What follows belongs to an exercise in optimizing a design on an open flow for small area, a short achievable clock period and few clock cycles; a production flow would make more cautious choices. The RTL was checked by simulation tests, not by an equivalence proof against the original design. Power figures rest on the tool's default switching activity, not on a simulated workload.

run A:
// fsm
module fsm(
    input [15:0] dataIn,
    input R_I,
    input reset,
    input clk,
    output reg r_o,
    output reg [1:0] err,
    output [31:0] dataOut,
    output ready
    );
Size: roughly 4600 cells after synthesis, ~55 I/O pins, roughly 0.033 sq mm of cells after synthesis.
Settings: LEC_CHECK=0, ABC_AREA=1, CAP_MARGIN=20, CORE_MARGIN=2, CORE_UTILIZATION=40, SETUP_SLACK_MARGIN=5, SLEW_MARGIN=20; clock period 10.0 ns.
run.sh (not shown) runs the stock make flow with config.mk's settings and CLKGATE_MAP_FILE= SYNTH_SCRIPT=/design/flow/synth_recipe.tcl, a recipe that flattens the netlist after the stock synthesis.
Testbench counts of run A, summed over its fixed seeds: cycles 9,732.
Changes in run E relative to run A:
-- flow/design.v --
<<< run A, line 138
    reg [7:0]  a_ls, a_lc;  
    reg        q0r;         
    reg        sqd;         
    reg [4:0]  sa;          
>>> run E, line 138
    reg [7:0]  a_ls, a_lc;  
    reg        q0r;         
    reg [7:0]  sqe;         
    reg [7:0]  sx_r;        
    reg        sqd;         
    reg [4:0]  sa;          
<<< run A, line 159
    wire [24:0] tgt = {1'b1, reg_n[22:0], 1'b0};
    wire [23:0] xm = {1'b1, reg_x[22:0]};
    wire [7:0]  sx = ({8{oh[0]}} & xm[7:0]) | ({8{oh[1]}} & xm[15:8]) | ({8{oh[2]}} & xm[23:16]);
    wire [23:0] acs_nx, acc_c_nx;
    wire [7:0]  ls_nx, lc_nx;
>>> run E, line 161
    wire [24:0] tgt = {1'b1, reg_n[22:0], 1'b0};
    wire [23:0] xm = {1'b1, reg_x[22:0]};
    wire [7:0]  sx = sx_r;
    wire [23:0] acs_nx, acc_c_nx;
    wire [7:0]  ls_nx, lc_nx;
<<< run A, line 168
    wire [23:0] sqsum = acs + acc_c + {23'd0, alo[8]};   
    wire [25:0] as_s;
    sum_fsm SD(.a(rem), .b({reg_x[23] | bmd, reg_x[22:0]}), .sub(asub), .s(as_s));
    wire [24:0] rem_nx;
    wire [1:0]  qb;
>>> run E, line 170
    wire [23:0] sqsum = acs + acc_c + {23'd0, alo[8]};   
    wire [25:0] as_s;
    sum_fsm SD(.a(bmd ? rem : {1'b0, acc_c}), .b({reg_x[23] | bmd, reg_x[22:0]}), .sub(asub), .s(as_s));
    wire [24:0] rem_nx;
    wire [1:0]  qb;
<<< run A, line 175
    wire        f24  = xm >= 24'hB504F4;           
    wire [7:0]  sq_e = {xe[6:0], 1'b0} + 8'd129 + {7'd0, f24};
    wire [7:0]  sqe  = sq_e;
    wire        amb_c = (xe == sq_e);
    wire        ovr_c = !amb_c && (xe[7] ? (xe > sq_e) : (xe < sq_e));
    wire [8:0]  dsq  = {1'b0, sqe} - {1'b0, mx_e};
    wire [8:0]  dqt  = {1'b0, mx_e} - {1'b0, sqe};
>>> run E, line 177
    wire        f24  = xm >= 24'hB504F4;           
    wire [7:0]  sq_e = {xe[6:0], 1'b0} + 8'd129 + {7'd0, f24};
    wire        amb_c = (xe == 8'd127 && !f24) || (xe == 8'd126 && f24);
    wire        ovr_c = (xe >= 8'd192) || (xe == 8'd191 && f24) || (xe <= 8'd62) ||
                        (xe == 8'd63 && !f24) || (xe == 8'd127 && f24);
    wire [8:0]  dsq  = {1'b0, sqe} - {1'b0, mx_e};
    wire [8:0]  dqt  = {1'b0, mx_e} - {1'b0, sqe};
<<< run A, line 313
                W2: begin
                    reg_x[15:0] <= dataIn;
                    err <= 2'b11;
                end
>>> run E, line 315
                W2: begin
                    reg_x[15:0] <= dataIn;
                    sx_r <= dataIn[7:0];
                    err <= 2'b11;
                end
<<< run A, line 344
                    rem <= rem_nx;
                    quo <= {quo[21:0], qb};
                    oh <= {oh[2:0], 1'b0};
                    go_s1 <= oh[3] ? (stop == 4'd5) : (!(oh[0] | oh[1] | oh[2]) && it[3:0] == stopm2);
>>> run E, line 347
                    rem <= rem_nx;
                    quo <= {quo[21:0], qb};
                    sx_r <= oh[0] ? xm[15:8] : xm[23:16];
                    oh <= {oh[2:0], 1'b0};
                    go_s1 <= oh[3] ? (stop == 4'd5) : (!(oh[0] | oh[1] | oh[2]) && it[3:0] == stopm2);
<<< run A, line 352
                            cnt  <= cnt + fr_inc;
                            amb  <= amb_c;
                            ovr  <= ovr_c;
                            mx_e <= reg_n[30:23] - xe + 8'd126;
>>> run E, line 356
                            cnt  <= cnt + fr_inc;
                            amb  <= amb_c;
                            sqe  <= sq_e;
                            ovr  <= ovr_c;
                            mx_e <= reg_n[30:23] - xe + 8'd126;
<<< run A, line 379
                    end else if (oh[3] && !amb && e_gt && (ad >= 8'd24)) begin
                        reg_x <= {1'b0, sqe, sqf_m};
                        next_elem;
                    end else if (go_s1) begin
>>> run E, line 384
                    end else if (oh[3] && !amb && e_gt && (ad >= 8'd24)) begin
                        reg_x <= {1'b0, sqe, sqf_m};
                        sx_r <= sqf_m[7:0];
                        next_elem;
                    end else if (go_s1) begin
<<< run A, line 388
                        reg_x <= 32'd0;
                    end else begin
                        rem <= {2'b01, al_m};
                        reg_x[23:0] <= al_sh;
                        mx_s <= al_agt ? 1'b0 : sub;
>>> run E, line 394
                        reg_x <= 32'd0;
                    end else begin
                        acc_c <= {1'b1, al_m};
                        reg_x[23:0] <= al_sh;
                        mx_s <= al_agt ? 1'b0 : sub;
<<< run A, line 397
                S2: begin
                    reg_x <= {mx_s, (mant[24] ? e_up : mx_e), (mant[24] ? mant[23:1] : mant[22:0])};
                    next_elem;
                    if (mant[24] || mant[23]) begin
>>> run E, line 403
                S2: begin
                    reg_x <= {mx_s, (mant[24] ? e_up : mx_e), (mant[24] ? mant[23:1] : mant[22:0])};
                    sx_r <= mant[24] ? mant[8:1] : mant[7:0];
                    next_elem;
                    if (mant[24] || mant[23]) begin
<<< run A, line 404
                NORM: begin
                    reg_x[30:0] <= {reg_x[30:23] - 8'd1, reg_x[21:0], 1'b0};
                    it <= it + 5'd1;
                    if (reg_x[22] || it == 5'd22) begin
>>> run E, line 411
                NORM: begin
                    reg_x[30:0] <= {reg_x[30:23] - 8'd1, reg_x[21:0], 1'b0};
                    sx_r <= {reg_x[6:0], 1'b0};
                    it <= it + 5'd1;
                    if (reg_x[22] || it == 5'd22) begin
## What came out
Summary of run E over run A: sequential cell count saw an increase, utilization went down 0.53 points, maximum frequency went up 4.2 MHz.
Post-synthesis average cell area of run E is on par with run A.
Die area (run E over run A): increase, 3.8%
Looking at capture point of the worst path, the acs[12] result is from run A; the rem[14] one comes from run E.
Going from run A to run E, sink count of the clock tree saw an increase, clock skew saw an increase, switching share of power saw an increase.
On net switching power, the higher figure sits with run E, not run A.
Against run A, number of standard cells in the final layout excluding fillers in run E rose by a few percent.
Testbench counts of run E, summed over its fixed seeds: cycles 9,732.

## port drivers added, routing unchanged
Ports are ideal in the flow. The routed layouts listed here were re-timed in OpenROAD.
Step 1 sets driving cells, clkbuf_16 on the clock port and buf_2 on the other inputs (assumed; they add their load-dependent delay and slew).
Step 2 moves the port delays by t, midway between the first and last clock arrival at a register: inputs arrive t later, outputs are due t later. That takes back most of the time a late clock gives input paths.
Three values: ideal, step 1, step 2; two values: the first two.
| run | t, ns | setup slack, ns | slew at the worst register clock pin (ns) | worst slew at a driven data input, ns |
|---|---|---|---|---|
| run A | 0.626 | 5.119 / 5.119 / 5.119 | 0.07 / 0.07 | 0.03 |
| run E | 0.630 | 5.217 / 5.217 / 5.217 | 0.07 / 0.07 | 0.04 |
After both steps setup and hold are still met in every run listed.
